What follows belongs to an exercise in optimizing a design on an open flow for small area, a short achievable clock period and few clock cycles per item; a production flow would make more cautious choices.
Where RTL was checked, it was by simulation tests only, not by an equivalence proof against the original.

==> job 3344: inputs <==
## ysyx_041461_MUL
module ysyx_041461_MUL(
    input  wire   [0:0]  clk             ,
    input  wire   [0:0]  rst             ,
    input  wire   [0:0]  MUL_valid_in    ,
    input  wire   [1:0]  MUL_signed      ,
    input  wire   [63:0] MUL_multiplicand,
    input  wire   [63:0] MUL_multiplier  ,
    output wire   [0:0]  MUL_valid_out   ,
    output wire   [63:0] MUL_result_hi   ,
    output wire   [63:0] MUL_result_lo
);
Settings: LEC_CHECK=0, CAP_MARGIN=20, CELL_PAD_IN_SITES_DETAIL_PLACEMENT=1, CELL_PAD_IN_SITES_GLOBAL_PLACEMENT=2, CORE_MARGIN=2, CORE_UTILIZATION=30, CTS_CLUSTER_DIAMETER=100, CTS_CLUSTER_SIZE=25, SETUP_SLACK_MARGIN=5, SLEW_MARGIN=20, SYNTH_HIERARCHICAL=1; clock period 8.0 ns.
run.sh (not shown) runs the stock make flow with config.mk's settings and CLKGATE_MAP_FILE= SYNTH_SCRIPT=/design/flow/synth_recipe.tcl, a recipe that flattens the netlist after the stock synthesis.
==> inputs of job 8599, as changes to job 3344 <==
--- a/flow/design.v
+++ b/flow/design.v
@@ -73,26 +73,33 @@
     else     first_r2 <= idle & MUL_valid_in;
 end
 assign first[2] = first_r2;
 wire m01_in = ~MUL_signed[1] & MUL_signed[0];
 reg [64:0] X;
-reg        m01_r, ext_r;
+reg        m01_r, ext_r, b0_r;
 always @(posedge clk) begin
     X     <= {MUL_signed[1] & MUL_multiplicand[63], MUL_multiplicand};
     m01_r <= m01_in;
+    b0_r  <= MUL_multiplier[0] & ~m01_in;
     ext_r <= MUL_signed[1] & MUL_signed[0] & MUL_multiplier[63];
 end
 reg [63:0] Q;
 wire [7:0] chunk;
 always @(posedge clk) begin
-    if (idle) Q <= MUL_multiplier;
-    else      Q <= {chunk, Q[63:8]};
+    Q <= {chunk, Q[63:8]};
 end
 wire [8:0] win_in = {MUL_multiplier[8:1], 1'b0};
-wire [8:0] win_q  = {ph[7] ? ext_r : Q[16], Q[15:8]};
-wire [8:0] win    = idle ? win_in : win_q;
-wire       mz     = idle ? m01_in : m01_r;
+wire [64:0] Bx = {MUL_signed[1] & MUL_signed[0] & MUL_multiplier[63], MUL_multiplier};
+wire [8:0] win    = ({9{idle}} & win_in) |
+                     ({9{ph[1]}} & Bx[16:8]) |
+                     ({9{ph[2]}} & Bx[24:16]) |
+                     ({9{ph[3]}} & Bx[32:24]) |
+                     ({9{ph[4]}} & Bx[40:32]) |
+                     ({9{ph[5]}} & Bx[48:40]) |
+                     ({9{ph[6]}} & Bx[56:48]) |
+                     ({9{ph[7]}} & Bx[64:56]);
+wire       mz     = m01_in;
 wire [3:0] enc_neg, enc_one, enc_two;
 genvar e;
 generate for (e = 0; e < 4; e = e + 1) begin : enc
     assign enc_neg[e] = ~mz & win[2*e+2];
     assign enc_one[e] = ~mz & (win[2*e+1] ^ win[2*e]);
@@ -382,11 +389,11 @@
 assign pp3[64] = ((Xs[64] & sel_one2[3]) | (X2[64] & sel_two2[3])) ^ sel_neg2[3];
 assign pp3[65] = ~((X[64] & (sel_one2[3] | sel_two2[3])) ^ sel_neg2[3]);
 wire [2:0] neg_in = sel_neg0[2:0];
 reg [75:0] S, C;
 reg        n3;
-wire       b0 = Q[0] & ~m01_r;
+wire       b0 = b0_r;
 wire       q0 = b0 & X[64];
 wire [66:0] b0row = {~q0, q0, q0, X[63:0] & {64{b0}}};
 wire [69:0] s_in, c_in;
 assign s_in[0] = S[8] & ~first[0];
 assign c_in[0] = first[0] ? 1'b0 : C[8];
Settings changed: CTS_CLUSTER_DIAMETER 100 to unset, CTS_CLUSTER_SIZE 25 to unset.
==> comparison table <==
quantity                                                                         job 8599             job 3344
Result of the run                                                          finished clean       finished clean
Half-perimeter wire length after detailed placement                              64800 um             66000 um
Shortest period the worst path allows                                             2900 ps              2940 ps
Number of cells on the worst reg-to-reg path                                            5                    8
Number of gates resized after cts                                                     148                  177
Relative area change from synthesis to final layout                                 20.5%                15.6%
Pre-CTS setup slack                                                               4500 ps              4350 ps
Flip-flop and latch share of the layout cell area                                   27.6%                28.1%
Seq Cell Count                                                                        395                  396
Combined area of the multi-input logic cells                                  15400 sq um          15800 sq um
Final Skew                                                                        15.1 ps              47.5 ps
H-tree level count                                                                      2                    1
Fraction of area in clock buffers and inverters                                     5.80%                3.09%
Least setup slack across all paths after layout                                   5100 ps              5060 ps
Slew Limit Headroom                                                                 46.6%                39.4%
Insertion delay to the later sink of the worst-skew pair                           590 ps               630 ps
Horizontal extent of the die                                                       290 um               294 um
Total number of placement rows                                                        104                  106
Clock-pin slew of the registers on the worst-case setup and hold paths              60 ps               100 ps
Met2 Routed Length                                                               41700 um             43100 um
Testbench counts of job 3344, summed over its fixed seeds: cycles 26,400, items 2,400.
Function not checked in job 8599: the RTL went through the layout flow alone.


==> inputs of run a <==
Another version of the RTL of ysyx_041461_MUL (not shown whole).
Settings: LEC_CHECK=0, ABC_CLOCK_PERIOD_IN_PS=600, CAP_MARGIN=20, CELL_PAD_IN_SITES_DETAIL_PLACEMENT=1, CELL_PAD_IN_SITES_GLOBAL_PLACEMENT=2, CORE_MARGIN=2, CORE_UTILIZATION=30, SETUP_SLACK_MARGIN=5, SLEW_MARGIN=20, SYNTH_HIERARCHICAL=0; clock period 8.0 ns.
==> run b (differences from run a) <==
- ABC_CLOCK_PERIOD_IN_PS: 600 -> 1500
- CORE_UTILIZATION: 30 -> 55
- SYNTH_HIERARCHICAL: 0 -> unset
==> notes <==
Run a produced a clean layout. Run b finished with timing, DRC and antenna clean.
Of run b and run a, run b has the higher first-iteration DRC count (gap 56%, measured against run a).
Between run a and run b, the lower hold slack is in run a (gap 0.0066 ns).
Against run a, the count of clock-buffer cells in the layout of run b is lower by 3.
Between run b and run a, the lower global-route usage is in run a (gap 15 points).
Between run b and run a, the lower final cell count is in run b (gap 13%, measured against run a).
Core utilization: run a is lower than run b (29 points).
Of run b and run a, run a has the higher critical path depth (gap 2).
Function was not checked in any run of this note: the RTL went through the layout flow alone.


==> job 3109: inputs <==
Another version of the RTL of ysyx_041461_MUL (not shown whole).
clock: 8.0 ns
lec_check: 0
cap_margin: 20
cell_pad_in_sites_detail_placement: 1
cell_pad_in_sites_global_placement: 2
core_margin: 2
core_utilization: 30
cts_cluster_diameter: 80
cts_cluster_size: 20
setup_slack_margin: 5
slew_margin: 20
synth_hierarchical: 1
==> inputs of job 8773, as changes to job 3109 <==
Settings changed: ABC_AREA from default to 1, CTS_CLUSTER_DIAMETER 80 to 100, CTS_CLUSTER_SIZE 20 to 25.
==> results.txt <==
quantity	job 8773	job 3109
Fraction of final layout cells sized beyond drive strength 1	13.2%	14.2%
Multi-input combinational gate total	1709	1549
Achievable clock frequency	337 MHz	342 MHz
PostCTS Resize Cnt	182	150
Worst Setup EP	C[69]$_DFF_P_	C[18]$_DFF_P_
Via count of the first global-routing pass	19904	19113
Status	finished clean	finished clean
Cell Rows	103	102
GP Congestion	0.843	0.805
Average wire per standard cell	23.1 microns	24.6 microns
Mean area per synthesized cell	10.1 sq um	11.1 sq um
Worst setup slack after layout	5.04 ns	5.08 ns
Post-synthesis cell area	23700 sq um	23600 sq um
Final Core Density	36.2%	36.4%
Vias per Instance	4.86	5.02
Initial core utilization	30.2%	30.4%
Testbench counts of job 3109, summed over its fixed seeds: cycles 26,400, items 2,400.
Testbench counts of job 8773, summed over its fixed seeds: cycles 26,400, items 2,400.


==> exp/amber: inputs <==
ysyx_041461_MUL again, from the RTL that the note above started with.
clock: 8.0 ns
lec_check: 0
abc_clock_period_in_ps: 2000
cap_margin: 20
cell_pad_in_sites_detail_placement: 1
cell_pad_in_sites_global_placement: 2
core_margin: 2
core_utilization: 30
cts_cluster_diameter: 100
cts_cluster_size: 25
setup_slack_margin: 5
slew_margin: 20
synth_hierarchical: 1
==> inputs of exp/ember, as changes to exp/amber <==
- ABC_CLOCK_PERIOD_IN_PS: 2000 -> default
- PLACE_DENSITY: default -> 0.75
==> qor summary <==
Area share of buffers outside the clock network: exp/ember 9.918%; exp/amber 10.14%
Status: exp/ember timing/DRC/antenna clean; exp/amber timing/DRC/antenna clean
Reg2Reg Setup Slack: exp/ember 4.98 ns; exp/amber 5.06 ns
Worst-path fanout max: exp/ember 66; exp/amber 65
Final Instance Area: exp/ember 27,830 um^2; exp/amber 27,930 um^2
Worst clock skew: exp/ember 0.02995 ns; exp/amber 0.02806 ns
Share of cell area taken by flip-flops and latches: exp/ember 26.84%; exp/amber 26.75%
Final core occ: exp/ember 35.87%; exp/amber 36.00%
Multi-input logic portion of the cell area: exp/ember 55.15%; exp/amber 54.99%
Minimum setup slack after placement: exp/ember 4.604 ns; exp/amber 4.581 ns
Period minus WS final: exp/ember 3.016 ns; exp/amber 2.936 ns
Sequential standard cell area: exp/ember 7471 um^2; exp/amber 7472 um^2
Transition time at the pin with the least slew margin: exp/ember 0.9022 ns; exp/amber 0.9626 ns
First-pass GRT wire length: exp/ember 118,500 um; exp/amber 123,900 um
Area grow syn2layout: exp/ember 18.04%; exp/amber 18.46%
End point of the worst hold path: exp/ember Q[29]; exp/amber Q[24]
Critical path's largest stage delay: exp/ember 0.54 ns; exp/amber 0.62 ns
Clk tree area frac: exp/ember 3.084%; exp/amber 3.113%
Non-clock buffer count in the final layout: exp/ember 283; exp/amber 287
Count of placed standard cells in the final layout, fillers left out: exp/ember 3,306; exp/amber 3,315
Max-slew headroom: exp/ember 39.86%; exp/amber 35.70%
Testbench counts of exp/amber, summed over its fixed seeds: cycles 26,400, items 2,400.
Testbench counts of exp/ember, summed over its fixed seeds: cycles 26,400, items 2,400.


==> build 8: inputs <==
ysyx_041461_MUL, a different RTL version from the one above (not shown whole).
make LEC_CHECK=0 CAP_MARGIN=20 CELL_PAD_IN_SITES_DETAIL_PLACEMENT=1 CELL_PAD_IN_SITES_GLOBAL_PLACEMENT=2 CORE_MARGIN=2 CORE_UTILIZATION=30 CTS_CLUSTER_DIAMETER=100 CTS_CLUSTER_SIZE=25 SETUP_SLACK_MARGIN=5 SLEW_MARGIN=20 SYNTH_HIERARCHICAL=1 finish   # period 8.0 ns
==> inputs of trial 60, as changes to build 8 <==
--- a/flow/design.v
+++ b/flow/design.v
@@ -60,19 +60,20 @@
         idle <= (idle & ~MUL_valid_in) | ph[10];
         ph   <= {ph[9:1], idle & MUL_valid_in};
     end
 end
 assign MUL_valid_out = ph[10];
 wire [0:0] first;
 assign first[0] = ph[1];
 wire m01_in = ~MUL_signed[1] & MUL_signed[0];
-wire [64:0] X = {MUL_signed[1] & MUL_multiplicand[63], MUL_multiplicand};
+reg [64:0] X;
 reg        m01_r, ext_r, b0_r;
 always @(posedge clk) begin
+    X     <= ph[9] ? V[72:8] : {MUL_signed[1] & MUL_multiplicand[63], MUL_multiplicand};
     m01_r <= m01_in;
     b0_r  <= MUL_multiplier[0] & ~m01_in;
     ext_r <= MUL_signed[1] & MUL_signed[0] & MUL_multiplier[63];
 end
 reg [63:0] Q;
 wire [7:0] chunk;
 always @(posedge clk) begin
     Q <= {chunk, Q[63:8]};
@@ -1128,18 +1129,19 @@
 assign V[69] = ~(hp[69] ^ pg_g230);
 assign V[70] = ~(hp[70] ^ pg_g194);
 assign V[71] = ~(hp[71] ^ pg_g231);
 assign V[72] = ~(hp[72] ^ pg_g195);
 assign V[73] = ~(hp[73] ^ pg_g232);
 wire c8_raw = ~pg_g75;
 assign chunk = V[7:0];
 wire c8 = c8_raw & ~first[0];
-reg [65:0] hi;
-always @(posedge clk) hi <= V[73:8];
+reg hi_top;
+always @(posedge clk) hi_top <= V[73];
+wire [65:0] hi = {hi_top, X};
 assign MUL_result_hi = hi[65:2];
 assign MUL_result_lo = {hi[1:0], Q[63:2]};
 wire t1, t2;
 ysyx_041461_HA ut1 (.a(s_in[0]), .b(c_in[0]), .cout(t2), .s(t1));
 wire t3, t4;
 ysyx_041461_CSA ut3 (.a(s_in[1]), .b(c_in[1]), .cin(n3_in), .cout(t4), .s(t3));
 wire t5, t6;
 ysyx_041461_HA ut5 (.a(s_in[2]), .b(c_in[2]), .cout(t6), .s(t5));
==> impl_metrics.toml <==
[final_layout]
buffers = 338
final_cell_mix = "dfxtp_1 (279), xnor2_1 (265), a22oi_2 (170)"
area.sequential_um2 = 6180

[die]
die-area_um2 = 76600
initial_core_util_pct = 30.4

[detailed_routing]
drt_iter0_drc = 899
wl_per_cell_um = 26.4

[grt]
gr-usage-met1_pct = 29.2
grt_pass1_vias = 19236
grt_pass1_wl_um = 128000

[sta]
setup_ws_ps = 4810
clock_skew_ps = 47.6
max_freq_ghz = 0.313

[run_status]
status = "timing/DRC/antenna clean"

[critical_path]
path_class = "in2reg"
the above is filed under build 8

==> impl_metrics.toml <==
[grt]
grt_pass1_vias = 19372
grtUsageMet2_pct = 37.0
grt_pass1_wl_um = 127000
grtUsageMet3_pct = 1.78
gr-usage-met1_pct = 28.1

[final_layout]
area.sequential_um2 = 6420
seq_cells = 304
final_cell_mix = "xnor2_1 (334), a22oi_1 (288), fa_1 (256)"
buffers = 327

[sta]
fin_crit_sh_pct = 37.1
clock_skew_ps = 31.0
setup_ws_ps = 5030
max_freq_ghz = 0.337

[detailed_routing]
wl_per_cell_um = 25.2
drc = 0
drt_iter0_drc = 865

[die]
die-area_um2 = 78900
initial_core_util_pct = 30.3

[run_status]
status = "timing/DRC/antenna clean"

[critical_path]
path_class = "reg2reg"

[power]
the above is filed under trial 60

No functional check of the RTL was part of any run of this note.
